What follows belongs to an exercise in optimizing a design on an open flow for small area and a short achievable clock period; a production flow would make more cautious choices. Function was checked by simulation only, so behaviour that the tests miss may differ from the original. Power is estimated from default activity; no workload was simulated.

==> flow/design.v <==
module avalon_uart (
    input               clk,
    input               rst,
    input               avn_read,
    input               avn_write,
    input [4:0]         avn_address,
    input [31:0]        avn_writedata,
    output reg [31:0]   avn_readdata,
    output              avn_waitrequest,
    output              int_txwm,
    output              int_rxwm,
    output              uart_txd,
    input               uart_rxd
);
    localparam IDLE  = 2'd0;
    localparam START = 2'd1;
    localparam DATA  = 2'd3;
    localparam STOP  = 2'd2;
    reg [7:0]   txdata_data;
    reg [2:0]   txctrl_txcnt;
    reg         txctrl_nstop;
    reg         txctrl_txen;
    reg [2:0]   rxctrl_rxcnt;
    reg         rxctrl_rxen;
    reg         ie_rxwm;
    reg         ie_txwm;
    reg [15:0]  div_div;
    reg         txdata_full;
    reg         ip_rxwm;
    reg         ip_txwm;
    reg         txdata_valid;
    wire a_txdata = avn_address == 5'h00;
    wire a_rxdata = avn_address == 5'h04;
    wire a_txctrl = avn_address == 5'h08;
    wire a_rxctrl = avn_address == 5'h0C;
    wire a_ie     = avn_address == 5'h10;
    wire a_ip     = avn_address == 5'h14;
    wire a_div    = avn_address == 5'h18;
    wire txdata_write = avn_write & a_txdata;
    wire rxdata_read  = avn_read  & a_rxdata;
    always @(posedge clk) begin
        if (rst) begin
            txdata_data  <= 8'b0;
            txctrl_txcnt <= 3'b0;
            txctrl_nstop <= 1'b0;
            txctrl_txen  <= 1'b0;
            rxctrl_rxcnt <= 3'b0;
            rxctrl_rxen  <= 1'b0;
            ie_rxwm      <= 1'b0;
            ie_txwm      <= 1'b0;
            div_div      <= 16'b0;
        end
        else begin
            if (txdata_write) txdata_data <= avn_writedata[7:0];
            if (avn_write & a_txctrl) begin
                txctrl_txcnt <= avn_writedata[18:16];
                txctrl_nstop <= avn_writedata[1];
                txctrl_txen  <= avn_writedata[0];
            end
            if (avn_write & a_rxctrl) begin
                rxctrl_rxcnt <= avn_writedata[18:16];
                rxctrl_rxen  <= avn_writedata[0];
            end
            if (avn_write & a_ie) begin
                ie_rxwm <= avn_writedata[1];
                ie_txwm <= avn_writedata[0];
            end
            if (avn_write & a_div) div_div <= avn_writedata[15:0];
        end
    end
    always @(posedge clk) txdata_valid <= txdata_write;
    reg [7:0]   txmem [0:7];
    reg [3:0]   tx_wp;
    reg [3:0]   tx_rp;
    reg [3:0]   tx_cnt;
    reg [7:0]   rxmem [0:7];
    reg [3:0]   rx_wp;
    reg [3:0]   rx_rp;
    reg [3:0]   rx_cnt;
    reg         tx_empty;      
    reg         rx_empty;      
    wire        tx_full  = tx_cnt[3];
    reg  [7:0]  tx_head;
    wire        rx_full  = rx_cnt[3];
    reg  [7:0]  rx_head;
    function automatic [7:0] jdec(input [3:0] j);
        jdec = {j[3] & ~j[2], j[2] & ~j[1], j[1] & ~j[0], j[3] & j[0],
                ~j[3] & j[2], ~j[2] & j[1], ~j[1] & j[0], ~j[3] & ~j[0]};
    endfunction
    wire [7:0]  tx_rsel = jdec(tx_rp);
    wire [7:0]  rx_rsel = jdec(rx_rp);
    wire [7:0]  tx_wsel = jdec(tx_wp);
    wire [7:0]  rx_wsel = jdec(rx_wp);
    integer     k;
    always @* begin
        tx_head = 8'd0;
        rx_head = 8'd0;
        for (k = 0; k < 8; k = k + 1) begin
            tx_head = tx_head | (txmem[k] & {8{tx_rsel[k]}});
            rx_head = rx_head | (rxmem[k] & {8{rx_rsel[k]}});
        end
    end
    wire        tx_ready;
    reg         rx_valid;
    reg [7:0]   rx_data;
    wire        tx_push = txdata_valid & ~tx_full;
    wire        tx_pop  = ~tx_empty & tx_ready;
    wire        rx_push = rx_valid & ~rx_full;
    wire        rx_pop  = rxdata_read & ~rx_empty;
    wire [3:0]  tx_cnt_pop   = tx_push ? tx_cnt : tx_cnt - 1'b1;
    wire [3:0]  tx_cnt_nopop = tx_push ? tx_cnt + 1'b1 : tx_cnt;
    wire [3:0]  rx_cnt_pop   = rx_push ? rx_cnt : rx_cnt - 1'b1;
    wire [3:0]  rx_cnt_nopop = rx_push ? rx_cnt + 1'b1 : rx_cnt;
    always @(posedge clk) begin
        if (rst) begin
            tx_wp  <= 4'b0;
            tx_rp  <= 4'b0;
            tx_cnt <= 4'b0;
            tx_empty <= 1'b1;
            rx_empty <= 1'b1;
            rx_wp  <= 4'b0;
            rx_rp  <= 4'b0;
            rx_cnt <= 4'b0;
        end
        else begin
            if (tx_push) tx_wp <= {tx_wp[2:0], ~tx_wp[3]};
            if (tx_pop)  tx_rp <= {tx_rp[2:0], ~tx_rp[3]};
            tx_cnt <= tx_pop ? tx_cnt_pop : tx_cnt_nopop;
            tx_empty <= ~tx_push & (tx_pop ? (tx_cnt == 4'd1) : tx_empty);
            if (rx_push) rx_wp <= {rx_wp[2:0], ~rx_wp[3]};
            if (rx_pop)  rx_rp <= {rx_rp[2:0], ~rx_rp[3]};
            rx_cnt <= rx_pop ? rx_cnt_pop : rx_cnt_nopop;
            rx_empty <= ~rx_push & (rx_pop ? (rx_cnt == 4'd1) : rx_empty);
        end
    end
    always @(posedge clk) begin
        for (k = 0; k < 8; k = k + 1) begin
            if (tx_push & tx_wsel[k]) txmem[k] <= txdata_data;
            if (rx_push & rx_wsel[k]) rxmem[k] <= rx_data;
        end
    end
    always @(posedge clk) begin
        txdata_full <= tx_full;
        ip_txwm <= (tx_cnt < {1'b0, txctrl_txcnt}) & ie_txwm;
        ip_rxwm <= (rx_cnt > {1'b0, rxctrl_rxcnt}) & ie_rxwm;
    end
    wire a_other = ~(a_rxdata | a_txctrl | a_rxctrl | a_ie | a_ip | a_div);
    always @(posedge clk) begin
        avn_readdata[31]    <= (a_rxdata & rx_empty) | (a_other & txdata_full);
        avn_readdata[30:19] <= 12'b0;
        avn_readdata[18:16] <= ({3{a_txctrl}} & txctrl_txcnt) | ({3{a_rxctrl}} & rxctrl_rxcnt);
        avn_readdata[15:8]  <= {8{a_div}} & div_div[15:8];
        avn_readdata[7:2]   <= ({6{a_other}} & txdata_data[7:2]) | ({6{a_rxdata}} & rx_head[7:2])
                             | ({6{a_div}} & div_div[7:2]);
        avn_readdata[1]     <= (a_other & txdata_data[1]) | (a_rxdata & rx_head[1]) | (a_div & div_div[1])
                             | (a_txctrl & txctrl_nstop) | (a_ie & ie_rxwm) | (a_ip & ip_rxwm);
        avn_readdata[0]     <= (a_other & txdata_data[0]) | (a_rxdata & rx_head[0]) | (a_div & div_div[0])
                             | (a_txctrl & txctrl_txen) | (a_rxctrl & rxctrl_rxen) | (a_ie & ie_txwm)
                             | (a_ip & ip_txwm);
    end
    assign avn_waitrequest = 1'b0;
    assign int_txwm = ip_txwm;
    assign int_rxwm = ip_rxwm;
    reg [1:0]   tx_state;
    reg         tx_prev_idle;      
    reg [15:0]  tx_bcnt;
    reg         tx_tick;
    reg         tx_bfire;
    reg         tx_blz;        
    reg [2:0]   tx_ccnt;
    reg [7:0]   tx_buf;
    reg         txd;
    wire tx_idle   = tx_state == IDLE;
    assign tx_ready = tx_prev_idle & tx_idle;
    wire tx_req    = tx_ready & ~tx_empty & txctrl_txen;
    wire tx_cfire  = tx_ccnt == 3'd0;
    wire tx_cmpl   = tx_cfire & tx_tick;
    wire div_ones  = &div_div;
    wire div_lo8_zero = div_div[7:0] == 8'd0;
    wire tx_reload = tx_bfire | tx_prev_idle;
    always @(posedge clk) begin
        if (rst) tx_state <= IDLE;
        else begin
            case (tx_state)
            IDLE:  if (tx_req)  tx_state <= START;
            START: if (tx_tick) tx_state <= DATA;
            DATA:  if (tx_cmpl) tx_state <= STOP;
            STOP:  if (tx_cmpl) tx_state <= IDLE;
            endcase
        end
    end
    always @(posedge clk) begin
        if (tx_reload) tx_bcnt <= div_div;
        else begin
            tx_bcnt[7:0]  <= tx_bcnt[7:0] - 1'b1;
            tx_bcnt[15:8] <= tx_bcnt[15:8] - tx_blz;
        end
        tx_blz   <= tx_reload ? div_lo8_zero : (tx_bcnt[7:0] == 8'd1);
        tx_bfire <= tx_reload ? div_ones : ((tx_bcnt[15:8] == 8'd0) & tx_blz);
        tx_tick <= tx_bfire;
    end
    always @(posedge clk) begin
        tx_prev_idle <= tx_idle;
        if (tx_idle) tx_buf <= tx_head;
        case (tx_state)
        START: tx_ccnt <= 3'd7;
        DATA:  if (tx_cmpl) tx_ccnt <= {2'b0, txctrl_nstop};
               else if (tx_tick) tx_ccnt <= tx_ccnt - 1'b1;
        default: if (tx_tick) tx_ccnt <= tx_ccnt - 1'b1;
        endcase
        case (tx_state)
        START:   txd <= 1'b0;
        DATA:    txd <= tx_buf[~tx_ccnt];
        default: txd <= 1'b1;
        endcase
    end
    assign uart_txd = txd;
    reg [1:0]   rxd_sync;
    reg [1:0]   rx_state;
    reg         rx_bclear;
    reg [15:0]  rx_bcnt;
    reg         rx_tick;
    reg         rx_bfire;      
    reg         rx_blz;        
    reg         rx_slz;        
    reg [11:0]  rx_scnt;
    reg         rx_sext;
    reg         rx_scfire;     
    reg         rx_sample;
    reg [2:0]   rx_ccnt;
    reg [2:0]   rx_smp;
    wire rxd_s     = rxd_sync[1];
    wire rx_idle   = rx_state == IDLE;
    wire rx_cfire  = rx_ccnt == 3'd0;
    wire rx_cmpl   = rx_cfire & rx_tick;
    wire rx_sfire  = rx_smp == 3'd0;
    wire        div_lo_ones = &div_div[3:0];
    wire rx_breload = rx_bfire | rx_bclear;
    wire rx_sreload = rx_scfire | rx_bclear;
    always @(posedge clk) begin
        if (rst) rxd_sync <= 2'b11;
        else rxd_sync <= {rxd_sync[0], uart_rxd};
    end
    always @(posedge clk) begin
        if (rst) rx_state <= IDLE;
        else begin
            case (rx_state)
            IDLE:  if (!rxd_s & rxctrl_rxen) rx_state <= START;
            START: if (rx_sfire) rx_state <= DATA;
            DATA:  if (rx_cmpl) rx_state <= STOP;
            STOP:  if (rx_cmpl) rx_state <= IDLE;
            endcase
        end
    end
    always @(posedge clk) begin
        if (rx_breload) rx_bcnt <= div_div;
        else begin
            rx_bcnt[7:0]  <= rx_bcnt[7:0] - 1'b1;
            rx_bcnt[15:8] <= rx_bcnt[15:8] - rx_blz;
        end
        rx_blz   <= rx_breload ? div_lo8_zero : (rx_bcnt[7:0] == 8'd1);
        rx_bfire <= rx_breload ? div_ones : ((rx_bcnt[15:8] == 8'd0) & rx_blz);
        rx_tick <= rx_bfire;
        if (rx_sreload) begin
            rx_scnt <= div_div[15:4] & {12{~div_ones}};
            rx_sext <= div_lo_ones & ~div_ones;
            rx_slz  <= (div_div[9:4] == 6'd0) | div_ones;
        end
        else begin
            rx_scnt[5:0]  <= rx_scnt[5:0] - {5'd0, ~rx_sext};
            rx_scnt[11:6] <= rx_scnt[11:6] - {5'd0, ~rx_sext & rx_slz};
            rx_sext <= 1'b0;
            rx_slz  <= rx_sext ? rx_slz : (rx_scnt[5:0] == 6'd1);
        end
        rx_scfire <= rx_sreload ? (((div_div[15:4] == 12'd0) & ~(&div_div[3:0])) | div_ones)
                                : ((rx_scnt[11:6] == 6'd0) & (rx_sext ? rx_slz : (rx_scnt[5:0] == 6'd1)));
        rx_sample <= rx_scfire;
    end
    always @(posedge clk) begin
        rx_bclear <= rx_idle | ((rx_state == START) & rx_sfire);
        rx_valid  <= (rx_state == STOP) & rx_cmpl;
        case (rx_state)
        IDLE:  rx_smp <= 3'd7;
        START: if (rx_sample) rx_smp <= rx_smp - 1'b1;
        default: ;
        endcase
        case (rx_state)
        START: rx_ccnt <= 3'd7;
        DATA:  if (rx_cmpl) rx_ccnt <= {2'b0, txctrl_nstop};
               else if (rx_tick) rx_ccnt <= rx_ccnt - 1'b1;
        default: if (rx_tick) rx_ccnt <= rx_ccnt - 1'b1;
        endcase
        if ((rx_state == DATA) & rx_tick) rx_data <= {rxd_s, rx_data[7:1]};
    end
endmodule
==> flow/flow/run.sh <==
#!/bin/bash
set -euo pipefail
bash standard.sh "BUFFER_PORTS_ARGS=-buffer_cell sky130_fd_sc_hd__buf_2" \
  "CTS_ARGS=-sink_clustering_enable -repair_clock_nets -sink_clustering_size 16 -sink_clustering_max_diameter 60 -buf_list sky130_fd_sc_hd__clkbuf_8 -root_buf sky130_fd_sc_hd__clkbuf_16 -dont_use_dummy_load" \
  finish > flow_make.log 2>&1
==> flow/standard.sh <==
#!/bin/bash
# synth_recipe.tcl (not shown) runs the flow's synth.tcl, then flattens the netlist and writes it again
# the make line also repeats each setting of config.mk as NAME=value (left out here)
make -C /OpenROAD-flow-scripts/flow DESIGN_CONFIG=/design/flow/config.mk WORK_HOME=/design/flow/orfs CLKGATE_MAP_FILE= SYNTH_SCRIPT=/design/flow/synth_recipe.tcl "${@:-finish}"
==> flow/config.mk <==
export PLATFORM = sky130hd
export DESIGN_NAME = avalon_uart
export DESIGN_NICKNAME = avalon_uart
export VERILOG_FILES = /design/flow/design.v
export SDC_FILE = /design/flow/constraint.sdc
export NUM_CORES = 4
export LEC_CHECK = 0
export CAP_MARGIN = 20
export CORE_MARGIN = 2
export CORE_UTILIZATION = 65
export PLACE_DENSITY = 0.75
export SETUP_SLACK_MARGIN = 1.88
export SLEW_MARGIN = 20
==> flow/constraint.sdc <==
create_clock -name core_clock -period 3.5 [get_ports {clk}]
set_input_delay 0.7000 -clock core_clock [delete_from_list [all_inputs] [get_ports {clk}]]
set_output_delay 0.7000 -clock core_clock [all_outputs]
set_load 0.01 [all_outputs]
==> Implementation_results.wiki, run 1 <==
{| class="wikitable"
! Metric !! Value
|-
| Die width || 141.3 um
|-
| Post-synth EDFFs || 147
|-
| Critical path's largest stage delay || 360 ps
|-
| Number of top-level pins || 78
|-
| TritonCTS clock tree || yes
|-
| Site row count || 50
|-
| Area occupied by registers || 0.007591 mm2
|-
| Synth unique cells || 77
|-
| Dominant delay contributor by cell family on the critical path || flip-flops
|-
| Required time of the critical path || 2800 ps
|-
| Share of final-layout standard cells stronger than drive strength 1 || 18.43%
|-
| H-Tree Depth || 1
|-
| Detailed placement HPWL || 17060 um
|-
| Fraction of post-synthesis cell area in the top cell type by area || 36.01%
|-
| Remaining global-route overflow || 0
|-
| Routed via count || 8288
|-
| Fin crit period || 1663 ps
|-
| Slew at the pin closest to its max-slew limit || 715.7 ps
|-
| Maximum net fanout on the critical path || 1
|-
| Async SR Flop Fraction || 0%
|-
| Crit path kind || reg -> out
|-
| Top flip-flop cell by instance count after synthesis || dfxtp_1
|-
| Area inside the core boundary || 0.01858 mm2
|-
| Static power due to leakage || 5.009 nW
|-
| Max-cap violation count || 0
|-
| TritonCTS sink count || 302
|-
| RSZ-0062 raised after global routing || yes
|-
| Headroom to the max-slew limit || 52.29%
|-
| Number of logic stages on the critical path including buffering || 1
|-
| Portion of the post-synthesis area used by sequential elements || 61.32%
|-
| CTS root buffer || clkbuf_16
|-
| 1st-iter DRT viols || 766
|-
| Via density per instance || 6.058
|-
| Maximum root-to-sink buffer count || 3
|-
| Final Setup Violations || 0
|-
| Final Max Slew Viols || 0
|-
| Pin count of the biggest net entering global routing || 39
|-
| Global-route wire length before repair || 41540 um
|-
| Worst hold path depth || 2
|-
| Clock-pin slew on the worst setup and hold paths || 90 ps
|-
| Worst-Skew Late Latency || 490 ps
|-
| Per-cell routed wire length || 19.35 um
|-
| Flop and latch count out of synthesis || 302
|-
| Number of input and output port buffers inserted || 51
|-
| # DRC || 0
|-
| Post-route clock period utilization || 47.51%
|-
| Die boundary height || 141.3 um
|-
| Ratio of total power to cell area || 473.2 mW/mm2
|-
| Number of inserted diodes || 0
|-
| RePlAce Congestion || 0.8345
|-
| Number of nets in the finished design || 1211
|-
| Hold Crit Class || in -> reg
|-
| Count of antenna-violating nets left after detailed routing || 0
|-
| Count of cells along the worst register-to-register path || 4
|-
| TritonCTS Buffers || 24
|-
| Kind of launch point of the worst setup path || flip-flop
|-
| Synth area leaders || edfxtp_1 36%, dfxtp_1 25%, ha_1 3.4%, nand2_1 3.1%, nor2_1 3.1%
|-
| Worst path cell trace || buf_6
|-
| Dominant cell type by area after synthesis || edfxtp_1
|-
| TritonRoute pass-1 iters || 7
|-
| Multi-input gate area || 0.004492 mm2
|-
| Mean area per synthesized cell || 11.40 um2
|-
| Worst voltage drop across the vdd grid || 348.6 uV
|-
| F_max || 601.3 MHz
|-
| # hold bufs at CTS || 0
|-
| Detailed Route WL || 26470 um
|-
| Result of the run || complete, no violations
|-
| Via count of the first global-routing pass || 7933
|-
| Count of endpoints failing hold in the final timing report || 0
|-
| Gate Count Post-Synth || 1075
|-
| Accumulated negative setup slack || 0 ps
|-
| Slowest stage cell, crit path || dfxtp_2
|-
| CP Capture Type || output pin
|-
| Total Die Area || 0.01998 mm2
|-
| Total power after layout || 6.450 mW
|-
| Starting density of the core || 65.98%
|-
| Count of fill cells added during filler insertion || 1276
|-
| Number of antenna violations at the first check in global routing || 0
|-
| Synthesized cell area || 0.01226 mm2
|-
| Final clock skew || 36.38 ps
|-
| Number of buffer and inverter stages on the critical path || 1
|-
| Synthesis-to-finish area growth || 11.19%
|-
| Number of synthesis warnings || 3
|-
| Arrival time at the worst endpoint || 960 ps
|-
| Overall track demand over capacity in global routing || 26.35%
|}
## stage by stage
step / util (%) / hold WS (ps) / area, um2 / cells / setup WS (ps)
2_1_floorplan: - / 331.4 / 12410 / 1087 / 1722
3_3_place_gp: 68.40 / 352.6 / 12710 / 1323 / 1168
3_5_place_dp: 68.40 / 358.9 / 12710 / 1323 / 1125
4_1_cts: 72.19 / 368.4 / 13410 / 1359 / 1794
5_1_grt: 73.36 / 358.3 / 13630 / 1368 / 1799
6_report: 73.36 / 380.7 / 13630 / 1368 / 1837
## state kept, by name, summed over array words and instances (netlist names), 4 cells and up
signal / count
div_div: 16
rx_cnt: 4
tx_buf: 8
rx_data: 8
rx_scnt: 12
tx_rp: 4
txdata_data: 8
txmem: 64
tx_wp: 4
tx_cnt: 4
rxmem: 64
avn_readdata: 20
tx_bcnt: 16
rx_rp: 4
rx_wp: 4
rx_bcnt: 16
## worst paths after layout
check | startpoint | end | slack [ps]
setup reg to reg | tx_rp[1] | tx_buf[5] | 1890
setup / recovery | avn_readdata[2] | avn_readdata[2] | 1840
hold / removal | uart_rxd | rxd_sync[0] | 380
hold reg to reg | rx_bfire | rx_tick | 390
## synth_stat cells, types with 9 or more instances
library cell  instances
mux2i_1              19
nor3_1               18
inv_1                37
a21oi_1              69
nor4_1               11
a22oi_1              21
and2_1                9
a221oi_1             26
nand2b_1             13
nand3_1              25
o22ai_1              10
buf_2                16
nand4_1              10
nor2_1              100
nand2_1             100
buf_4                19
xor2_1               15
dfxtp_1             155
o21ai_0              40
ha_1                 33
edfxtp_1            147
xnor2_1              24
clkbuf_1             26
## kinds of logic (layout without fill, tap and decap cells)
group / after synthesis / count (layout) / share of synthesized area, %
AOI/OAI and AO/OA: 235 / 235 / 12.95
adders and majority gates: 34 / 34 / 3.460
buffers and inverters: 105 / 152 / 4.021
muxes: 21 / 21 / 1.919
other: 1 / 13 / 0.03059
DFF: 302 / 302 / 61.32
xor gates and xnor gates: 39 / 39 / 2.786
and+or+nand+nor: 338 / 338 / 13.51
## routing by layer
metal  wire [um]  vias up  global-route usage, %
met1       11610     4013                  37.94
met5           0        -                      0
met3        1494       44                  3.611
met2       12800      232                  43.13
li1            -     3999                      -
met4         570        0                  6.263
## layout make-up
type	instances	area share, %
flip-flops and latches	302	55.69
multi-input cells	680	32.95
repair buffers	86	5.196
clock buffers	24	2.671
well taps	234	2.148
inverters	42	1.340
## repair_timing
action | 4_1_cts | 5_1_grt
setup buffers | 12 | 9
pin swaps | 6 | 11
gates resized for setup | 66 | 46
endpoints found under the setup margin | 152 | 176
## cell usage in the layout, fill, tap and decap left out, types with 13 or more instances in the layout
cell,instances
buf_4,26
clkbuf_8,21
dfxtp_1,116
buf_6,14
a221oi_1,26
mux2i_1,19
a22oi_1,21
a21oi_1,68
nor2_1,92
nand3_1,18
xnor2_1,24
o21ai_0,37
inv_1,35
nor3_1,17
ha_1,32
xor2_1,15
buf_2,34
conb_1,13
edfxtp_1,147
nand2_1,99
dfxtp_2,29
## report_power, final
group / leakage, nW / internal [mW] / switching (mW)
clock: 0.188 / 0.696 / 1.03
combinational: 2.23 / 0.351 / 0.410
sequential: 2.59 / 3.82 / 0.141
total: 5.01 / 4.87 / 1.58
==> run 2, diff against run 1 <==
--- a/flow/config.mk
+++ b/flow/config.mk
@@ -10,4 +10,4 @@
 export CORE_UTILIZATION = 65
 export PLACE_DENSITY = 0.75
-export SETUP_SLACK_MARGIN = 1.88
+export SETUP_SLACK_MARGIN = 1.95
 export SLEW_MARGIN = 20
==> run 2 against run 1 <==
Global-route usage up 0.30 points. Worst setup slack worse by 3.5 ps. Critical path depth unchanged. Clock power about the same. Count of clock-buffer cells in the layout unchanged. Maximum frequency down 0.21%. Synthesized cell count unchanged. Area after synthesis unchanged. Critical endpoint is now avn_readdata[3].
==> Implementation_results.wiki, run 2 <==
{| class="wikitable"
! Metric !! Value
|-
| Result of the run || complete, no violations
|-
| RSZ-0062 raised after global routing || yes
|-
| Number of nets in the finished design || 1232
|-
| Count of endpoints failing hold in the final timing report || 0
|-
| TritonCTS sink count || 302
|-
| RePlAce Congestion || 0.8235
|-
| Pin count of the biggest net entering global routing || 68
|-
| Per-cell routed wire length || 19.48 um
|-
| Number of synthesis warnings || 3
|-
| Synthesized cell area || 0.01226 mm2
|-
| Top flip-flop cell by instance count after synthesis || dfxtp_1
|-
| Remaining global-route overflow || 0
|-
| Async SR Flop Fraction || 0%
|-
| Area inside the core boundary || 0.01858 mm2
|-
| Die boundary height || 141.3 um
|-
| Count of antenna-violating nets left after detailed routing || 0
|-
| Slowest stage cell, crit path || dfxtp_2
|-
| Dominant delay contributor by cell family on the critical path || flip-flops
|-
| Gate Count Post-Synth || 1075
|-
| Share of final-layout standard cells stronger than drive strength 1 || 21.47%
|-
| Final Setup Violations || 0
|-
| Site row count || 50
|-
| CTS root buffer || clkbuf_16
|-
| # DRC || 0
|-
| Dominant cell type by area after synthesis || edfxtp_1
|-
| Number of antenna violations at the first check in global routing || 3
|-
| Worst path cell trace || buf_6
|-
| Placed cell area || 0.01274 mm2
|-
| H-Tree Depth || 1
|-
| Maximum root-to-sink buffer count || 3
|-
| Via density per instance || 6.063
|-
| TritonRoute pass-1 iters || 5
|-
| CP Capture Type || output pin
|-
| Crit path kind || reg -> out
|-
| Final clock skew || 37.26 ps
|-
| Ratio of total power to cell area || 464.7 mW/mm2
|-
| Overall track demand over capacity in global routing || 26.65%
|-
| Detailed placement HPWL || 17070 um
|-
| Post-synth EDFFs || 147
|-
| Synth unique cells || 77
|-
| Global-route wire length before repair || 41970 um
|-
| Static power due to leakage || 5.134 nW
|-
| Flop and latch count out of synthesis || 302
|-
| Critical path launch point || avn_readdata[3]
|-
| Hold Path Origin || uart_rxd
|-
| Detailed Route WL || 27120 um
|-
| Accumulated negative setup slack || 0 ps
|-
| Number of input and output port buffers inserted || 51
|-
| Worst voltage drop across the vdd grid || 365.8 uV
|-
| Headroom to the max-slew limit || 50.14%
|-
| Slew at the pin closest to its max-slew limit || 747.9 ps
|-
| Required time of the critical path || 2800 ps
|-
| Fraction of post-synthesis cell area in the top cell type by area || 36.01%
|-
| Via count of the first global-routing pass || 8025
|-
| # hold bufs at CTS || 0
|-
| Die width || 141.3 um
|-
| F_max || 600.1 MHz
|-
| Kind of launch point of the worst setup path || flip-flop
|-
| 1st-iter DRT viols || 731
|-
| Most common library cell in the layout ignoring fill and taps || edfxtp_1
|-
| Number of buffer and inverter stages on the critical path || 1
|-
| Arrival time at the worst endpoint || 970 ps
|-
| Worst-Skew Late Latency || 500 ps
|-
| Portion of the post-synthesis area used by sequential elements || 61.32%
|-
| Post-route clock period utilization || 47.61%
|-
| Fin crit period || 1666 ps
|-
| TritonCTS clock tree || yes
|-
| Synth area leaders || edfxtp_1 36%, dfxtp_1 25%, ha_1 3.4%, nand2_1 3.1%, nor2_1 3.1%
|-
| Most frequently used cell type in the post-synthesis netlist || dfxtp_1
|-
| Regs by FF count || rxmem x64, txmem x64, avn_readdata x20
|-
| Hold Crit Class || in -> reg
|-
| Clock-pin slew on the worst setup and hold paths || 90 ps
|-
| Mean area per synthesized cell || 11.40 um2
|-
| Starting density of the core || 65.98%
|-
| Reg2reg start || tx_rp[1]
|-
| Final Max Slew Viols || 0
|-
| Design Area, Final || 0.01393 mm2
|-
| Maximum net fanout on the critical path || 1
|-
| Max-cap violation count || 0
|-
| Total Die Area || 0.01998 mm2
|-
| Leading cell types in the layout, fill and taps excluded || 147 x edfxtp_1, 119 x dfxtp_1, 98 x nand2_1
|-
| Top post-synthesis cells by count || 155 x dfxtp_1, 147 x edfxtp_1, 100 x nand2_1, 100 x nor2_1, 69 x a21oi_1
|-
| Synthesis-to-finish area growth || 13.65%
|-
| Critical path's largest stage delay || 360 ps
|-
| TritonCTS Buffers || 24
|-
| Routed via count || 8439
|-
| Number of top-level pins || 78
|}
-- run 2: kinds of logic (layout without fill, tap and decap cells) --
family | count (synthesis) | after routing | share of synthesized area (%)
and+or+nand+nor | 338 | 338 | 13.51
AOI/OAI and AO/OA | 235 | 235 | 12.95
adders and majority gates | 34 | 34 | 3.460
buffers and inverters | 105 | 173 | 4.021
DFF | 302 | 302 | 61.32
xor gates and xnor gates | 39 | 39 | 2.786
muxes | 21 | 21 | 1.919
other | 1 | 16 | 0.03059
-- run 2: final cells by class --
type	count	area, um2
inverters	42	195.2
flip-flops and latches	302	7595
multi-input cells	680	4621
well taps	234	292.8
fillers	1217	4648
diodes	3	7.507
clock buffers	24	364.1
repair buffers	107	857.1
-- run 2: worst paths after layout --
check	endpoint	slack, ps	cells past startpoint
min reg2reg	tx_tick	390	0
max	avn_readdata[3]	1830	1
min	rxd_sync[0]	390	2
max reg2reg	tx_buf[5]	1880	4
-- run 2: worst reg2reg max path: stages, from the launching register on --
cell and delay (ps):
dfxtp_2 360, clkinvlp_4 140, a22o_1 230, a222oi_1 340, o221ai_1 240
-- run 2: per-layer routing --
| metal | track usage, % | wire length (um) | vias to the layer above | share of wire, % |
|---|---|---|---|---|
| met5 | 0 | 0 | - | 0 |
| met4 | 9.368 | 772 | 0 | 2.8 |
| met3 | 3.847 | 1613 | 57 | 5.9 |
| met2 | 43.20 | 12970 | 267 | 48 |
| met1 | 37.28 | 11760 | 4065 | 43 |
| li1 | - | - | 4050 | - |
-- run 2: through the flow --
stage	setup slack [ps]	utilization (%)	hold slack (ps)	power [mW]	cells
CTS	1832	73.35	372.3	6.480	1373
global placement	1129	68.55	354.2	4.750	1323
finish	1834	74.98	386.2	6.474	1392
detailed placement	1011	68.55	362.5	4.775	1323
global route	1767	74.98	382.3	6.752	1392
floorplan	1722	-	331.4	4.622	1087
-- run 2: report_power, final --
group / internal (mW) / switching, mW
clock: 0.696 / 1.05
sequential: 3.82 / 0.141
combinational: 0.356 / 0.416
total: 4.87 / 1.60
-- run 2: repair_timing --
action,4_1_cts,5_1_grt
gates resized for setup,84,51
pin swaps,8,20
setup buffers,25,15
setup endpoints to repair,160,160
cloned,1,1
==> run 3, diff against run 2 <==
--- a/flow/config.mk
+++ b/flow/config.mk
@@ -10,4 +10,4 @@
 export CORE_UTILIZATION = 65
 export PLACE_DENSITY = 0.75
-export SETUP_SLACK_MARGIN = 1.95
+export SETUP_SLACK_MARGIN = 1.85
 export SLEW_MARGIN = 20
==> run 3 against run 2 <==
Still clean. First-iteration DRC count increased by 2.3%. Core utilization decreased by 2.8 points. Count of clock-buffer cells in the layout fell by 1. Total power is 0.80% lower. Largest power group unchanged.
==> Implementation_results.wiki, run 3 <==
{| class="wikitable"
! Metric !! Value
|-
| Number of top-level pins || 78
|-
| Post-synth EDFFs || 147
|-
| Portion of the post-synthesis area used by sequential elements || 61.32%
|-
| Per-cell routed wire length || 19.28 um
|-
| Worst path cell trace || buf_6
|-
| CTS root buffer || clkbuf_16
|-
| Leading cell types in the layout, fill and taps excluded || 147 x edfxtp_1, 124 x dfxtp_1, 99 x nand2_1
|-
| Regs by FF count || rxmem x64, txmem x64, avn_readdata x20
|-
| Most common library cell in the layout ignoring fill and taps || edfxtp_1
|-
| Worst-Skew Late Latency || 500 ps
|-
| Gate Count Post-Synth || 1075
|-
| Count of cells along the worst register-to-register path || 4
|-
| Required time of the critical path || 2800 ps
|-
| Ratio of total power to cell area || 479.0 mW/mm2
|-
| Count of antenna-violating nets left after detailed routing || 0
|-
| Post-route clock period utilization || 47.87%
|-
| Arrival time at the worst endpoint || 980 ps
|-
| Starting density of the core || 65.98%
|-
| CP Capture Type || output pin
|-
| Post-Synth Adder-Cell Area || 3.460%
|-
| Maximum root-to-sink buffer count || 3
|-
| TritonCTS Buffers || 23
|-
| 1st-iter DRT viols || 748
|-
| Number of input and output port buffers inserted || 51
|-
| Slew at the pin closest to its max-slew limit || 887.5 ps
|-
| Pin count of the biggest net entering global routing || 49
|-
| Share of final-layout standard cells stronger than drive strength 1 || 16.46%
|-
| Synthesis-to-finish area growth || 9.379%
|-
| Crit path kind || reg -> out
|-
| Via count of the first global-routing pass || 7982
|-
| # hold bufs at CTS || 0
|-
| Final clock skew || 34.60 ps
|-
| Detailed Route WL || 26320 um
|-
| Async SR Flop Fraction || 0%
|-
| Overall track demand over capacity in global routing || 26.59%
|-
| Synthesized cell area || 0.01226 mm2
|-
| RePlAce Congestion || 0.8238
|-
| Most frequently used cell type in the post-synthesis netlist || dfxtp_1
|-
| Count of endpoints failing hold in the final timing report || 0
|-
| Remaining global-route overflow || 0
|-
| Number of nets in the finished design || 1207
|-
| F_max || 596.8 MHz
|-
| Number of buffer and inverter stages on the critical path || 1
|-
| Share of the synthesized netlist area taken by xor and xnor gates || 2.786%
|-
| Die width || 141.3 um
|-
| Number of logic stages on the critical path including buffering || 1
|-
| Clock-pin slew on the worst setup and hold paths || 100 ps
|-
| Dominant delay contributor by cell family on the critical path || flip-flops
|-
| Worst voltage drop across the vdd grid || 369.3 uV
|-
| Mean area per synthesized cell || 11.40 um2
|-
| Slowest stage cell, crit path || dfxtp_2
|-
| Site row count || 50
|-
| Maximum net fanout on the critical path || 1
|-
| Fin crit period || 1676 ps
|-
| Routed via count || 8359
|-
| Area inside the core boundary || 0.01858 mm2
|-
| Fraction of post-synthesis cell area in the top cell type by area || 36.01%
|-
| Worst hold path depth || 0
|-
| Detailed placement HPWL || 17230 um
|-
| Headroom to the max-slew limit || 40.83%
|-
| Kind of launch point of the worst setup path || flip-flop
|-
| Static power due to leakage || 4.954 nW
|-
| Hold Crit Class || reg -> reg
|-
| Result of the run || complete, no violations
|-
| Number of synthesis warnings || 3
|-
| Max-cap violation count || 0
|-
| TritonRoute pass-1 iters || 5
|-
| Dominant cell type by area after synthesis || edfxtp_1
|-
| H-Tree Depth || 1
|-
| Worst Setup Slack, final || 1824 ps
|-
| RSZ-0062 raised after global routing || yes
|-
| Area fraction in compound gates after synthesis || 12.95%
|-
| Multiplexer area fraction after synthesis || 1.919%
|-
| Critical path's largest stage delay || 370 ps
|-
| Global-route wire length before repair || 42130 um
|-
| Number of antenna violations at the first check in global routing || 2
|-
| Final-layout worst hold slack || 370.1 ps
|-
| Synth unique cells || 77
|-
| Top post-synthesis cells by count || 155 x dfxtp_1, 147 x edfxtp_1, 100 x nand2_1, 100 x nor2_1, 69 x a21oi_1
|-
| Via density per instance || 6.124
|-
| Top flip-flop cell by instance count after synthesis || dfxtp_1
|-
| Final Max Slew Viols || 0
|-
| TritonCTS clock tree || yes
|-
| Synth area leaders || edfxtp_1 36%, dfxtp_1 25%, ha_1 3.4%, nand2_1 3.1%, nor2_1 3.1%
|-
| Die boundary height || 141.3 um
|-
| Main combinational cell family by area after synthesis || simple AND/OR/NAND/NOR gates
|-
| Utilization after layout || 72.17%
|-
| Flop and latch count out of synthesis || 302
|-
| TritonCTS sink count || 302
|-
| Worst slack, placed || 1107 ps
|-
| Total Die Area || 0.01998 mm2
|-
| Final Setup Violations || 0
|-
| Simple-gate portion of the synthesized area || 13.51%
|-
| Accumulated negative setup slack || 0 ps
|-
| # DRC || 0
|}
==> run 3: cell counts after synthesis <==
No cell type changed its count.
==> run 3: what timing repair did <==
item	in CTS	in global routing
setup endpoints to repair	122	90
pin swaps	3	4
hold endpoints to repair	0	0
resized for setup	50	36
buffers inserted	10	6
==> run 3: final timing paths <==
kind | startpoint | end | slack [ps]
min reg2reg | tx_bfire | tx_tick | 370
max reg2reg | rx_valid | rxmem[6][0] | 1870
max | avn_readdata[2] | avn_readdata[2] | 1820
min | tx_bfire | tx_tick | 370
==> run 3: layer usage <==
metal | vias up | GRT usage (%) | part of all wire (%)
met5 | - | 0 | 0.049
li1 | 3999 | - | -
met1 | 4066 | 38.52 | 44
met3 | 42 | 3.375 | 5.5
met2 | 250 | 43.61 | 49
met4 | 2 | 6.053 | 1.8
==> run 3: metrics by stage <==
stage	cells	area (um2)	power [mW]
2_1_floorplan	1087	12370	4.615
6_report	1365	13410	6.423
4_1_cts	1358	13270	6.446
5_1_grt	1365	13410	6.700
3_5_place_dp	1325	12690	4.768
3_3_place_gp	1325	12690	4.739
==> run 3: layout make-up <==
| class | count | area (um2) |
|---|---|---|
| fillers | 1326 | 5171 |
| repair buffers | 83 | 594.3 |
| clock buffers | 23 | 350.3 |
| well taps | 234 | 292.8 |
| diodes | 1 | 2.502 |
| flip-flops and latches | 302 | 7571 |
| multi-input cells | 680 | 4418 |
| inverters | 42 | 180.2 |
==> run 3: where the power goes <==
group | leakage [nW] | internal, mW | switching (mW)
clock network | 0.181 | 0.671 | 1.03
logic | 2.19 | 0.347 | 0.408
registers | 2.59 | 3.82 | 0.140
total | 4.95 | 4.84 | 1.58
==> run 3: logic make-up after synthesis <==
family,Yosys count
AOI/OAI and AO/OA,235
other,1
and+or+nand+nor,338
muxes,21
xor gates and xnor gates,39
buffers and inverters,105
adders and majority gates,34
DFF,302
==> run 4, diff against run 3 <==
--- a/flow/config.mk
+++ b/flow/config.mk
@@ -8,6 +8,6 @@
 export CAP_MARGIN = 20
 export CORE_MARGIN = 2
-export CORE_UTILIZATION = 65
-export PLACE_DENSITY = 0.75
-export SETUP_SLACK_MARGIN = 1.85
+export CORE_UTILIZATION = 55
+export PLACE_DENSITY = 0.65
+export SETUP_SLACK_MARGIN = 1.82
 export SLEW_MARGIN = 20
==> run 4 against run 3 <==
Sequential share of layout area down 0.92 points. Die area up 18%. Total power about the same. Register-to-register slack worse by 30 ps. Count of clock-buffer cells in the layout up 1. Routed wire length up 2.7%. Critical path type is now reg -> reg. Highest routed layer is now met4.
==> Implementation_results.wiki, run 4 <==
{| class="wikitable"
! Metric !! Value
|-
| Slew at the pin closest to its max-slew limit || 751.8 ps
|-
| Hold Crit Class || reg -> reg
|-
| Utilization after layout || 62.43%
|-
| Share of final-layout standard cells stronger than drive strength 1 || 17.32%
|-
| TritonCTS Buffers || 24
|-
| Maximum root-to-sink buffer count || 3
|-
| Max-cap violation count || 0
|-
| Total power after layout || 6.419 mW
|-
| Maximum net fanout on the critical path || 7
|-
| Worst voltage drop across the vdd grid || 299.5 uV
|-
| Final Max Slew Viols || 0
|-
| Number of antenna violations at the first check in global routing || 3
|-
| Accumulated negative setup slack || 0 ps
|-
| Post-route clock period utilization || 47.41%
|-
| Crit path kind || reg -> reg
|-
| Portion of the post-synthesis area used by sequential elements || 61.32%
|-
| CP Capture Type || flip-flop
|-
| Worst Setup Slack, final || 1841 ps
|-
| Most common library cell in the layout ignoring fill and taps || edfxtp_1
|-
| RePlAce Congestion || 0.8286
|-
| Count of fill cells added during filler insertion || 1735
|-
| Kind of launch point of the worst setup path || flip-flop
|-
| Number of nets in the finished design || 1220
|-
| Total Die Area || 0.02350 mm2
|-
| Number of standard cells in the final layout excluding fillers || 1426
|-
| Pin count of the biggest net entering global routing || 68
|-
| Most frequently used cell type in the post-synthesis netlist || dfxtp_1
|-
| Regs by FF count || rxmem x64, txmem x64, avn_readdata x20
|-
| Synthesized cell area || 0.01226 mm2
|-
| Area inside the core boundary || 0.02182 mm2
|-
| Async SR Flop Fraction || 0%
|-
| Final Setup Violations || 0
|-
| Die width || 153.3 um
|-
| Die boundary height || 153.3 um
|-
| Critical path's largest stage delay || 600 ps
|-
| Count of endpoints failing hold in the final timing report || 0
|-
| Per-cell routed wire length || 18.97 um
|-
| Synth area leaders || edfxtp_1 36%, dfxtp_1 25%, ha_1 3.4%, nand2_1 3.1%, nor2_1 3.1%
|-
| Result of the run || complete, no violations
|-
| Top flip-flop cell by instance count after synthesis || dfxtp_1
|-
| Number of input and output port buffers inserted || 51
|-
| Simple-gate portion of the synthesized area || 13.51%
|-
| Gate Count Post-Synth || 1075
|-
| Remaining global-route overflow || 0
|-
| Via density per instance || 5.755
|-
| Final clock skew || 41.75 ps
|-
| TritonCTS sink count || 302
|-
| Met3 Usage GRT || 3.601%
|-
| Static power due to leakage || 5.024 nW
|-
| Number of cells after detailed placement || 1368
|-
| Slowest stage cell, crit path || or4_4
|-
| Fraction of post-synthesis cell area in the top cell type by area || 36.01%
|-
| Global-route wire length before repair || 43270 um
|-
| Leading cell types in the layout, fill and taps excluded || 147 x edfxtp_1, 129 x dfxtp_1, 99 x nand2_1
|-
| Multiplexer area fraction after synthesis || 1.919%
|-
| Post-Synth Adder-Cell Area || 3.460%
|-
| CTS root buffer || clkbuf_16
|-
| Via count of the first global-routing pass || 7912
|-
| Routed via count || 8207
|-
| Global-route track usage on met1 || 33.18%
|-
| H-Tree Depth || 1
|-
| Overall track demand over capacity in global routing || 23.08%
|-
| Ratio of total power to cell area || 471.1 mW/mm2
|-
| F_max || 602.7 MHz
|-
| Area fraction in compound gates after synthesis || 12.95%
|-
| Synth unique cells || 77
|-
| Number of top-level pins || 78
|-
| Count of antenna-violating nets left after detailed routing || 0
|-
| Dominant delay contributor by cell family on the critical path || simple AND/OR/NAND/NOR gates
|-
| Site row count || 54
|-
| Mean area per synthesized cell || 11.40 um2
|-
| Area occupied by registers || 0.007567 mm2
|-
| Grt peak-use layer || met2
|-
| Synthesis-to-finish area growth || 11.13%
|-
| Detailed Route WL || 27050 um
|-
| TritonCTS clock tree || yes
|-
| RSZ-0062 raised after global routing || yes
|-
| Required time of the critical path || 3900 ps
|-
| Main combinational cell family by area after synthesis || simple AND/OR/NAND/NOR gates
|-
| Starting density of the core || 56.17%
|-
| # DRC || 0
|-
| Number of buffer and inverter stages on the critical path || 0
|-
| Worst slack, placed || 1133 ps
|-
| Arrival time at the worst endpoint || 2060 ps
|-
| Headroom to the max-slew limit || 49.88%
|-
| Detailed placement HPWL || 17410 um
|-
| Worst-Skew Late Latency || 490 ps
|-
| Post-synth EDFFs || 147
|-
| Clock-pin slew on the worst setup and hold paths || 80 ps
|-
| Multi-input gate area || 0.004477 mm2
|-
| Dominant cell type by area after synthesis || edfxtp_1
|-
| Fin crit period || 1659 ps
|-
| Flop and latch count out of synthesis || 302
|-
| 1st-iter DRT viols || 529
|-
| Number of synthesis warnings || 3
|-
| TritonRoute pass-1 iters || 6
|-
| Met2 usage || 37.01%
|-
| Share of the synthesized netlist area taken by xor and xnor gates || 2.786%
|-
| Worst path cell trace || nand4_1 > or4_4 > o21ai_1
|-
| Top post-synthesis cells by count || 155 x dfxtp_1, 147 x edfxtp_1, 100 x nand2_1, 100 x nor2_1, 69 x a21oi_1
|}
run 4: final timing paths:
check | start | endpoint | slack, ps | depth (start not counted)
worst max-delay path | div_div[13] | rx_bfire | 1840 | 3
worst min-delay path | rx_bfire | rx_tick | 380 | 0
worst max register to register | div_div[13] | rx_bfire | 1840 | 3
worst min register to register | rx_bfire | rx_tick | 380 | 0
run 4: logic make-up (layout without fill, tap and decap cells):
kind of cell,count (synthesis),count (layout)
other cells,1,16
flops,302,302
xor+xnor,39,39
compound gates,235,235
buf+inv,105,161
fa+ha+maj,34,34
mux,21,21
simple gates,338,338
run 4: where the power goes:
group,leakage (nW),switching [mW],internal (mW)
combinational,2.25,0.396,0.338
sequential,2.58,0.139,3.82
clock,0.188,1.03,0.695
total,5.02,1.56,4.85
run 4: what timing repair did:
action	4_1_cts	5_1_grt
hold buffers	0	0
cloned	0	0
pin swaps	11	3
setup endpoints to repair	141	91
resized for setup	45	39
endpoints found under the hold margin	0	0
buffers inserted	23	8
run 4: cell type report:
type,count,area share (%)
Tap cell,280,2.571
Antenna cell,3,0.05510
Timing Repair Buffer,95,4.959
Multi-Input combinational cell,680,32.86
Inverter,42,1.341
Clock buffer,24,2.672
Sequential cell,302,55.54
run 4: layer usage:
metal / vias to the layer above / part of all wire, %
met5: - / 0
met4: 0 / 2.1
met3: 34 / 5.2
met2: 195 / 47
met1: 3956 / 46
li1: 4022 / -
run 4: per-stage QoR:
stage,cell area (um2),hold slack [ps]
after global routing,13620,366.6
after global placement,12730,353.6
after detailed placement,12730,357.4
final,13620,375.8
after CTS,13450,364.3
after floorplan,12360,331.4
==> run 5, diff against run 4 <==
==> flow/flow/run.sh (replaced) <==
#!/bin/bash
set -euo pipefail
bash standard.sh "BUFFER_PORTS_ARGS=-buffer_cell sky130_fd_sc_hd__buf_2" \
  "CTS_ARGS=-sink_clustering_enable -repair_clock_nets -sink_clustering_size 16 -sink_clustering_max_diameter 60 -buf_list sky130_fd_sc_hd__clkbuf_8 -dont_use_dummy_load -root_buf sky130_fd_sc_hd__clkbuf_16" \
  finish > flow_make.log 2>&1
--- a/flow/config.mk
+++ b/flow/config.mk
@@ -8,6 +8,6 @@
 export CAP_MARGIN = 20
 export CORE_MARGIN = 2
-export CORE_UTILIZATION = 55
-export PLACE_DENSITY = 0.65
-export SETUP_SLACK_MARGIN = 1.82
+export CORE_UTILIZATION = 75
+export PLACE_DENSITY = 0.85
+export SETUP_SLACK_MARGIN = 1.7
 export SLEW_MARGIN = 20
==> run 5 against run 4 <==
Still clean. Flip-flop and latch count unchanged. Area after synthesis unchanged. Synthesized cell count unchanged. Total power down 0.37%. Register-to-register slack got worse by 100 ps. Maximum frequency down 5.9%. Critical endpoint is now tx_buf[1].
==> Implementation_results.wiki, run 5 <==
{| class="wikitable"
! Metric !! Value
|-
| Gate Count Post-Synth || 1075
|-
| Routed metal-1 wirelength || 10890 um
|-
| Ratio of total power to cell area || 484.8 mW/mm2
|-
| Global-route wire length before repair || 41830 um
|-
| Starting density of the core || 76.90%
|-
| Number of input and output port buffers inserted || 51
|-
| Result of the run || complete, no violations
|-
| F_max || 566.9 MHz
|-
| Final Setup Violations || 0
|-
| Final clock skew || 46.64 ps
|-
| # DRC || 0
|-
| Die width || 131.9 um
|-
| TritonCTS clock tree || yes
|-
| CP Capture Point || tx_buf[1]
|-
| Static power due to leakage || 4.903 nW
|-
| Leading cell types in the layout, fill and taps excluded || 148 x dfxtp_1, 147 x edfxtp_1, 100 x nand2_1
|-
| Required time of the critical path || 3670 ps
|-
| CP Capture Type || flip-flop
|-
| RR Endpoint || tx_buf[1]
|-
| Dominant cell type by area after synthesis || edfxtp_1
|-
| Worst slack, placed || 1245 ps
|-
| R2R setup slack || 1740 ps
|-
| H-Tree Depth || 1
|-
| CTS root buffer || clkbuf_16
|-
| Share of final-layout standard cells stronger than drive strength 1 || 13.27%
|-
| Highest Signal Layer || met4
|-
| Post-synth EDFFs || 147
|-
| Number of cells after detailed placement || 1306
|-
| Number of nets in the finished design || 1207
|-
| Top post-synthesis cells by count || 155 x dfxtp_1, 147 x edfxtp_1, 100 x nand2_1, 100 x nor2_1, 69 x a21oi_1
|-
| Routed met3 length || 2136 um
|-
| Number of top-level pins || 78
|-
| Mean area per synthesized cell || 11.40 um2
|-
| Worst voltage drop across the vdd grid || 399.1 uV
|-
| Utilization after layout || 82.73%
|-
| Site row count || 46
|-
| Via count of the first global-routing pass || 8128
|-
| Overall track demand over capacity in global routing || 30.12%
|-
| Routed via count || 8583
|-
| Total Die Area || 0.01738 mm2
|-
| Synthesis-to-finish area growth || 7.594%
|-
| Count of antenna-violating nets left after detailed routing || 0
|-
| Arrival time at the worst endpoint || 1930 ps
|-
| Number of inserted diodes || 0
|-
| Maximum root-to-sink buffer count || 3
|-
| Slew at the pin closest to its max-slew limit || 863.1 ps
|-
| TritonCTS Buffers || 22
|-
| Number of synthesis warnings || 3
|-
| Synth area leaders || edfxtp_1 36%, dfxtp_1 25%, ha_1 3.4%, nand2_1 3.1%, nor2_1 3.1%
|-
| Die boundary height || 131.9 um
|-
| Via density per instance || 6.377
|-
| Accumulated negative setup slack || 0 ps
|-
| Per-cell routed wire length || 20.02 um
|-
| Count of endpoints failing hold in the final timing report || 0
|-
| Synth unique cells || 77
|-
| Max-cap violation count || 0
|-
| Area inside the core boundary || 0.01594 mm2
|-
| Hold Crit Class || in -> reg
|-
| Async SR Flop Fraction || 0%
|-
| Flop and latch count out of synthesis || 302
|-
| Most common library cell in the layout ignoring fill and taps || dfxtp_1
|-
| Critical path launch point || tx_rp[1]
|-
| Clock-pin slew on the worst setup and hold paths || 90 ps
|-
| Headroom to the max-slew limit || 42.46%
|-
| Fin crit period || 1764 ps
|-
| Detailed placement HPWL || 17410 um
|-
| Remaining global-route overflow || 0
|-
| Hold Path Origin || uart_rxd
|-
| Crit path kind || reg -> reg
|-
| 1st-iter DRT viols || 841
|-
| Post-route clock period utilization || 50.40%
|-
| Maximum net fanout on the critical path || 10
|-
| Fraction of post-synthesis cell area in the top cell type by area || 36.01%
|-
| Most frequently used cell type in the post-synthesis netlist || dfxtp_1
|-
| Total met2 wirelength after detailed routing || 13280 um
|-
| Detailed Route WL || 26950 um
|-
| Worst Setup Slack, final || 1736 ps
|-
| Number of standard cells in the final layout excluding fillers || 1346
|-
| RePlAce Congestion || 0.8470
|-
| TritonRoute pass-1 iters || 8
|-
| Worst-Skew Late Latency || 500 ps
|-
| Portion of the post-synthesis area used by sequential elements || 61.32%
|-
| Final Max Slew Viols || 0
|-
| Reg2reg start || tx_rp[1]
|-
| Top flip-flop cell by instance count after synthesis || dfxtp_1
|-
| Regs by FF count || rxmem x64, txmem x64, avn_readdata x20
|-
| Count of cells along the worst register-to-register path || 6
|-
| Synthesized cell area || 0.01226 mm2
|-
| Kind of launch point of the worst setup path || flip-flop
|-
| TritonCTS sink count || 302
|-
| Number of antenna violations at the first check in global routing || 0
|-
| RSZ-0062 raised after global routing || no
|-
| Pin count of the biggest net entering global routing || 45
|}
==> run 5: report_power, final <==
group	internal (mW)	switching, mW	leakage, nW	total (mW)
logic	0.337	0.421	2.16	0.758
registers	3.82	0.145	2.57	3.97
clock network	0.646	1.02	0.174	1.67
total	4.81	1.59	4.90	6.39
==> run 5: logic make-up after synthesis <==
logic type	after synthesis	synth area share, %
xor+xnor	39	2.786
other cells	1	0.03059
compound gates	235	12.95
fa+ha+maj	34	3.460
simple gates	338	13.51
mux	21	1.919
buf+inv	105	4.021
flops	302	61.32
==> run 5: what timing repair did <==
action	CTS	global route
gates resized for setup	17	14
buffers inserted	10	8
endpoints found under the setup margin	73	51
hold buffers	0	0
pin swaps	2	4
==> run 5: area by class of cell <==
class | count | area (um2)
inverter | 42 | 173.9
fill | 917 | 2753
multi-input combinational | 680 | 4355
tap | 216 | 270.3
sequential | 302 | 7531
clock buffer | 22 | 336.6
timing repair buffer | 84 | 523.0
==> run 5: metal layers <==
layer	track usage [%]	vias up
met5	0	-
met1	41.71	4084
met2	51.16	449
li1	-	4002
met4	8.031	0
met3	3.729	48
==> run 5: how the worst min path moves through the flow <==
stage	end	slack [ps]	cells after the start
after floorplan	tx_tick	330	0
after global placement	tx_tick	350	0
after detailed placement	tx_tick	350	0
after CTS	tx_tick	370	0
after global routing	rxd_sync[0]	370	2
final	rxd_sync[0]	380	2
==> run 5: worst max-delay path, cell delays in order, from the launching register on <==
cell        delay, ps
dfxtp_1           320
buf_8             130
clkinvlp_4        100
buf_4             200
nor2_1             70
a222oi_1          410
o221ai_1          240
==> run 5: through the flow <==
stage | area (um2) | hold slack, ps | power [mW]
floorplan | 12310 | 331.4 | 4.609
global placement | 12620 | 352.8 | 4.734
detailed placement | 12620 | 354.0 | 4.784
CTS | 13070 | 367.6 | 6.374
global route | 13190 | 366.3 | 6.649
finish | 13190 | 378.6 | 6.395
==> run 6, diff against run 5 <==
==> flow/flow/run.sh (replaced) <==
#!/bin/bash
set -euo pipefail
bash standard.sh "BUFFER_PORTS_ARGS=-buffer_cell sky130_fd_sc_hd__buf_2" \
  "CTS_ARGS=-sink_clustering_enable -repair_clock_nets -sink_clustering_size 24 -sink_clustering_max_diameter 100 -buf_list sky130_fd_sc_hd__clkbuf_16 -dont_use_dummy_load" \
  finish > flow_make.log 2>&1
--- a/flow/config.mk
+++ b/flow/config.mk
@@ -8,6 +8,6 @@
 export CAP_MARGIN = 20
 export CORE_MARGIN = 2
-export CORE_UTILIZATION = 75
-export PLACE_DENSITY = 0.85
-export SETUP_SLACK_MARGIN = 1.7
+export CORE_UTILIZATION = 65
+export PLACE_DENSITY = 0.75
+export SETUP_SLACK_MARGIN = 1.8
 export SLEW_MARGIN = 20
==> run 6 against run 5 <==
Critical endpoint is now avn_readdata[3]. Clock power increased by 13%. Die area increased by 15%. Combinational power decreased by 0.8%. Highest routed layer is now met5. Cell count increased by 0.52%. Global-route usage decreased by 3.6 points. Final area increased by 1.4%. Non-clock buffer count decreased by 5. Flip-flop and latch count unchanged. Critical path type is now reg -> out.
==> Implementation_results.wiki, run 6 <==
{| class="wikitable"
! Metric !! Value
|-
| Per-cell routed wire length || 19.66 um
|-
| TritonCTS Buffers || 16
|-
| Number of inserted diodes || 0
|-
| Overall track demand over capacity in global routing || 26.49%
|-
| Remaining global-route overflow || 0
|-
| Main combinational cell family by area after synthesis || simple AND/OR/NAND/NOR gates
|-
| Pin count of the biggest net entering global routing || 51
|-
| Ratio of total power to cell area || 493.0 mW/mm2
|-
| Fin crit period || 1693 ps
|-
| Site row count || 50
|-
| Detailed placement HPWL || 17220 um
|-
| TritonCTS clock tree || yes
|-
| Global-route wire length before repair || 41660 um
|-
| Area fraction in compound gates after synthesis || 12.95%
|-
| Post-Synth Adder-Cell Area || 3.460%
|-
| Utilization after layout || 71.99%
|-
| Final Max Slew Viols || 0
|-
| Top flip-flop cell by instance count after synthesis || dfxtp_1
|-
| Die boundary height || 141.3 um
|-
| Synthesis-to-finish area growth || 9.114%
|-
| Hold Crit Class || in -> reg
|-
| RSZ-0062 raised after global routing || yes
|-
| Leading cell types in the layout, fill and taps excluded || 147 x edfxtp_1, 129 x dfxtp_1, 99 x nand2_1
|-
| Starting density of the core || 65.98%
|-
| Async SR Flop Fraction || 0%
|-
| Worst path cell trace || buf_6
|-
| Number of cells after detailed placement || 1324
|-
| Count of fill cells added during filler insertion || 1296
|-
| Number of buffer and inverter stages on the critical path || 1
|-
| Top post-synthesis cells by count || 155 x dfxtp_1, 147 x edfxtp_1, 100 x nand2_1, 100 x nor2_1, 69 x a21oi_1
|-
| Critical path's largest stage delay || 370 ps
|-
| Count of endpoints failing hold in the final timing report || 0
|-
| Crit path kind || reg -> out
|-
| Detailed Route WL || 26610 um
|-
| Clock-pin slew on the worst setup and hold paths || 100 ps
|-
| Accumulated negative setup slack || 0 ps
|-
| Maximum net fanout on the critical path || 1
|-
| Gate Count Post-Synth || 1075
|-
| Mean area per synthesized cell || 11.40 um2
|-
| Total Die Area || 0.01998 mm2
|-
| Routed via count || 8316
|-
| Multiplexer area fraction after synthesis || 1.919%
|-
| Worst voltage drop across the vdd grid || 487.6 uV
|-
| Regs by FF count || rxmem x64, txmem x64, avn_readdata x20
|-
| Required time of the critical path || 2800 ps
|-
| Worst-Skew Late Latency || 510 ps
|-
| Post-route clock period utilization || 48.39%
|-
| CP Capture Type || output pin
|-
| # hold bufs at CTS || 0
|-
| Number of antenna violations at the first check in global routing || 1
|-
| Via count of the first global-routing pass || 7834
|-
| Portion of the post-synthesis area used by sequential elements || 61.32%
|-
| Slowest stage cell, crit path || dfxtp_2
|-
| Synthesized cell area || 0.01226 mm2
|-
| Synth unique cells || 77
|-
| Area inside the core boundary || 0.01858 mm2
|-
| Share of the synthesized netlist area taken by xor and xnor gates || 2.786%
|-
| Final Setup Violations || 0
|-
| Maximum root-to-sink buffer count || 3
|-
| Via density per instance || 6.146
|-
| TritonCTS sink count || 302
|-
| Headroom to the max-slew limit || 34.96%
|-
| # DRC || 0
|-
| H-Tree Depth || 1
|-
| Most frequently used cell type in the post-synthesis netlist || dfxtp_1
|-
| Number of top-level pins || 78
|-
| Result of the run || complete, no violations
|-
| Number of synthesis warnings || 3
|-
| Flop and latch count out of synthesis || 302
|-
| Max-cap violation count || 0
|-
| Simple-gate portion of the synthesized area || 13.51%
|-
| Synth area leaders || edfxtp_1 36%, dfxtp_1 25%, ha_1 3.4%, nand2_1 3.1%, nor2_1 3.1%
|-
| Post-synth EDFFs || 147
|-
| Arrival time at the worst endpoint || 990 ps
|-
| Final clock skew || 43.78 ps
|-
| RePlAce Congestion || 0.8343
|-
| TritonRoute pass-1 iters || 5
|-
| Dominant cell type by area after synthesis || edfxtp_1
|-
| Most common library cell in the layout ignoring fill and taps || edfxtp_1
|-
| Number of standard cells in the final layout excluding fillers || 1353
|-
| F_max || 590.5 MHz
|-
| CTS root buffer || clkbuf_16
|-
| Dominant delay contributor by cell family on the critical path || flip-flops
|-
| Share of final-layout standard cells stronger than drive strength 1 || 14.92%
|-
| 1st-iter DRT viols || 653
|-
| Fraction of post-synthesis cell area in the top cell type by area || 36.01%
|-
| Static power due to leakage || 4.946 nW
|-
| Kind of launch point of the worst setup path || flip-flop
|-
| Count of antenna-violating nets left after detailed routing || 0
|-
| Slew at the pin closest to its max-slew limit || 975.6 ps
|-
| Die width || 141.3 um
|-
| Number of input and output port buffers inserted || 51
|-
| Number of nets in the finished design || 1196
|}
## run 6: cell counts after synthesis
Identical to the previous run, type by type.
## run 6: kinds of logic (layout without fill, tap and decap cells)
| kind of cell | count (synthesis) | count (layout) |
|---|---|---|
| and+or+nand+nor | 338 | 338 |
| other | 1 | 13 |
| DFF | 302 | 302 |
| xor gates and xnor gates | 39 | 39 |
| muxes | 21 | 21 |
| buffers and inverters | 105 | 137 |
| adders and majority gates | 34 | 34 |
| AOI/OAI and AO/OA | 235 | 235 |
## run 6: metal layers
layer	GRT usage, %	up-vias	wire length [um]
li1	-	3978	-
met1	37.93	4038	11680
met2	43.71	262	12960
met3	3.746	36	1544
met4	5.895	2	410
met5	0	-	13
## run 6: cell type report
cell class	count	area, um2	area share [%]
clock buffers	16	400.4	2.993
inverters	42	180.2	1.347
multi-input cells	680	4425	33.08
flip-flops and latches	302	7562	56.53
well taps	234	292.8	2.189
repair buffers	79	515.5	3.854
## run 6: stage by stage
step / setup slack [ps] / hold WS (ps) / cell area [um2] / total power, mW
5_1_grt: 1722 / 387.8 / 13380 / 6.868
3_3_place_gp: 1231 / 353.5 / 12680 / 4.739
2_1_floorplan: 1722 / 331.4 / 12350 / 4.614
3_5_place_dp: 1192 / 362.2 / 12680 / 4.769
4_1_cts: 1651 / 376.2 / 13250 / 6.596
6_report: 1807 / 397.3 / 13380 / 6.594
## run 6: timing repair
item | in CTS | in global routing
setup endpoints to repair | 110 | 67
gates resized for setup | 26 | 42
setup buffers | 10 | 3
pin swaps | 5 | 1
## run 6: worst paths after layout
check | startpoint | end | slack (ps) | cells after the start
worst max-delay path | avn_readdata[3] | avn_readdata[3] | 1810 | 1
worst min-delay path | uart_rxd | rxd_sync[0] | 400 | 2
worst max register to register | rx_cnt[3] | rxmem[7][0] | 1810 | 3
worst min register to register | tx_bfire | tx_tick | 400 | 0
## run 6: power by group
| part | switching [mW] | leakage, nW | internal, mW |
|---|---|---|---|
| combinational | 0.409 | 2.17 | 0.344 |
| clock | 1.05 | 0.197 | 0.822 |
| sequential | 0.142 | 2.58 | 3.82 |
==> run 7, diff against run 6 <==
--- a/flow/config.mk
+++ b/flow/config.mk
@@ -10,4 +10,4 @@
 export CORE_UTILIZATION = 65
 export PLACE_DENSITY = 0.75
-export SETUP_SLACK_MARGIN = 1.8
+export SETUP_SLACK_MARGIN = 1.86
 export SLEW_MARGIN = 20
==> run 7 against run 6 <==
Combinational power is essentially flat. Worst setup slack improved by 1.0 ps. First-iteration DRC count fell by 6.4%. Critical path type unchanged. Critical path depth unchanged. Non-clock buffer count rose by 28. Area after synthesis is the same. Sequential share of layout area is 1.2 points lower.
==> Implementation_results.wiki, run 7 <==
{| class="wikitable"
! Metric !! Value
|-
| Result of the run || complete, no violations
|-
| TritonCTS Buffers || 16
|-
| CP Capture Type || output pin
|-
| Regs by FF count || rxmem x64, txmem x64, avn_readdata x20
|-
| Required time of the critical path || 2800 ps
|-
| Kind of launch point of the worst setup path || flip-flop
|-
| H-Tree Depth || 1
|-
| Number of top-level pins || 78
|-
| Static power due to leakage || 5.096 nW
|-
| Multi-input gate area || 0.004471 mm2
|-
| CTS root buffer || clkbuf_16
|-
| Mean area per synthesized cell || 11.40 um2
|-
| Overall track demand over capacity in global routing || 27.05%
|-
| Post-route clock period utilization || 48.36%
|-
| Die boundary height || 141.3 um
|-
| Final Max Slew Viols || 0
|-
| Count of fill cells added during filler insertion || 1295
|-
| Site row count || 50
|-
| Synthesis-to-finish area growth || 11.53%
|-
| Dominant delay contributor by cell family on the critical path || flip-flops
|-
| 1st-iter DRT viols || 611
|-
| Synthesized cell area || 0.01226 mm2
|-
| Number of input and output port buffers inserted || 51
|-
| Fraction of post-synthesis cell area in the top cell type by area || 36.01%
|-
| Utilization after layout || 73.59%
|-
| Async SR Flop Fraction || 0%
|-
| Critical path's largest stage delay || 370 ps
|-
| Final Setup Violations || 0
|-
| Worst voltage drop across the vdd grid || 368.0 uV
|-
| Routed via count || 8483
|-
| Pin count of the biggest net entering global routing || 44
|-
| Count of endpoints failing hold in the final timing report || 0
|-
| Global-route wire length before repair || 42630 um
|-
| Worst path cell trace || buf_6
|-
| TritonCTS sink count || 302
|-
| Area inside the core boundary || 0.01858 mm2
|-
| Worst-Skew Late Latency || 510 ps
|-
| Post-synth EDFFs || 147
|-
| Starting density of the core || 65.98%
|-
| Slowest stage cell, crit path || dfxtp_2
|-
| Most common library cell in the layout ignoring fill and taps || edfxtp_1
|-
| Via density per instance || 6.138
|-
| Arrival time at the worst endpoint || 990 ps
|-
| Detailed Route WL || 26950 um
|-
| F_max || 590.9 MHz
|-
| Portion of the post-synthesis area used by sequential elements || 61.32%
|-
| Number of nets in the finished design || 1224
|-
| Gate Count Post-Synth || 1075
|-
| Count of antenna-violating nets left after detailed routing || 0
|-
| RePlAce Congestion || 0.8371
|-
| # DRC || 0
|-
| Leading cell types in the layout, fill and taps excluded || 147 x edfxtp_1, 125 x dfxtp_1, 99 x nand2_1
|-
| Total power after layout || 6.564 mW
|-
| Number of synthesis warnings || 3
|-
| Per-cell routed wire length || 19.50 um
|-
| Maximum net fanout on the critical path || 1
|-
| Headroom to the max-slew limit || 42.59%
|-
| TritonCTS clock tree || yes
|-
| RSZ-0062 raised after global routing || yes
|-
| Top flip-flop cell by instance count after synthesis || dfxtp_1
|-
| Fin crit period || 1692 ps
|-
| Area occupied by registers || 0.007565 mm2
|-
| Synth unique cells || 77
|-
| Share of final-layout standard cells stronger than drive strength 1 || 18.22%
|-
| Detailed placement HPWL || 17400 um
|-
| Final clock skew || 48.70 ps
|-
| Top post-synthesis cells by count || 155 x dfxtp_1, 147 x edfxtp_1, 100 x nand2_1, 100 x nor2_1, 69 x a21oi_1
|-
| Maximum root-to-sink buffer count || 3
|-
| Remaining global-route overflow || 0
|-
| Flop and latch count out of synthesis || 302
|-
| Crit path kind || reg -> out
|-
| Die width || 141.3 um
|-
| Most frequently used cell type in the post-synthesis netlist || dfxtp_1
|-
| Number of antenna violations at the first check in global routing || 1
|-
| Number of buffer and inverter stages on the critical path || 1
|-
| Number of cells after detailed placement || 1325
|-
| Dominant cell type by area after synthesis || edfxtp_1
|-
| Via count of the first global-routing pass || 7989
|-
| Clock-pin slew on the worst setup and hold paths || 90 ps
|-
| Ratio of total power to cell area || 480.1 mW/mm2
|-
| Accumulated negative setup slack || 0 ps
|-
| Max-cap violation count || 0
|-
| Hold Crit Class || reg -> reg
|-
| # hold bufs at CTS || 0
|-
| Number of standard cells in the final layout excluding fillers || 1382
|-
| TritonRoute pass-1 iters || 5
|-
| Total Die Area || 0.01998 mm2
|-
| Slew at the pin closest to its max-slew limit || 861.1 ps
|-
| Synth area leaders || edfxtp_1 36%, dfxtp_1 25%, ha_1 3.4%, nand2_1 3.1%, nor2_1 3.1%
|}
==> run 7: worst paths after layout <==
kind,start,end,slack [ps],cells past startpoint
worst max-delay path,avn_readdata[3],avn_readdata[3],1810,1
worst min-delay path,tx_bfire,tx_tick,400,0
worst max register to register,rx_rp[3],avn_readdata[5],1890,5
worst min register to register,tx_bfire,tx_tick,400,0
==> run 7: final cells by class <==
type	count	area share, %
sequential	302	55.33
multi-input combinational	680	32.70
timing repair buffer	107	5.527
clock buffer	16	2.928
tap	234	2.141
inverter	42	1.363
antenna	1	0.01830
==> run 7: timing repair <==
action / CTS / global route
endpoints found under the setup margin: 133 / 120
gates cloned: 0 / 1
pin swaps: 6 / 9
buffers inserted: 20 / 19
gates resized for setup: 42 / 44
==> run 7: logic make-up after synthesis <==
group | count (synthesis) | share of synthesized area (%)
adder cells (fa/ha/maj) | 34 | 3.460
buffers and inverters | 105 | 4.021
AO/OA/AOI/OAI | 235 | 12.95
flip-flops | 302 | 61.32
XOR/XNOR | 39 | 2.786
AND/OR/NAND/NOR | 338 | 13.51
multiplexers | 21 | 1.919
other | 1 | 0.03059
==> run 7: where the power goes <==
part / switching, mW / internal [mW] / total (mW)
sequential: 0.139 / 3.82 / 3.96
clock: 1.03 / 0.822 / 1.85
combinational: 0.410 / 0.342 / 0.752
==> run 7: metrics by stage <==
stage	worst slack [ps]	hold slack [ps]	instance area (um2)
6_report	1808	399.6	13670
5_1_grt	1741	408.8	13670
4_1_cts	1812	380.6	13400
3_5_place_dp	1179	367.8	12700
3_3_place_gp	1232	358.4	12700
2_1_floorplan	1722	331.4	12390
==> run 7: metal layers <==
| metal | GRT usage [%] | part of all wire (%) |
|---|---|---|
| met4 | 6.579 | 2.2 |
| met3 | 3.409 | 5.7 |
| met1 | 38.77 | 44 |
| met5 | 0 | 0 |
| met2 | 44.63 | 49 |

separate check: timing with driven ports:
The results above use ideal ports. As a check the final layouts listed here were re-extracted and re-timed, cells and wires unchanged. Step 1, drivers: a clkbuf_16 drives clk and a buf_2 each remaining input, both assumed. Step 2, shift: input delay + t, output delay - t, t = (earliest + latest rising clock arrival at the registers) / 2. This alone moves slack from input paths to output paths. Slacks: no drivers / after step 1 / after step 2; pairs: no drivers / after step 1.
run | t, ns | setup WS [ns]
run 1 | 0.522 | 1.837 / 1.791 / 1.474
run 2 | 0.524 | 1.834 / 1.787 / 1.464
run 3 | 0.524 | 1.824 / 1.783 / 1.456
run 4 | 0.526 | 1.841 / 1.792 / 1.388
run 5 | 0.527 | 1.736 / 1.709 / 1.303
run 6 | 0.533 | 1.807 / 1.764 / 1.389
run 7 | 0.532 | 1.808 / 1.762 / 1.415
After both steps setup and hold are still met in every run listed.
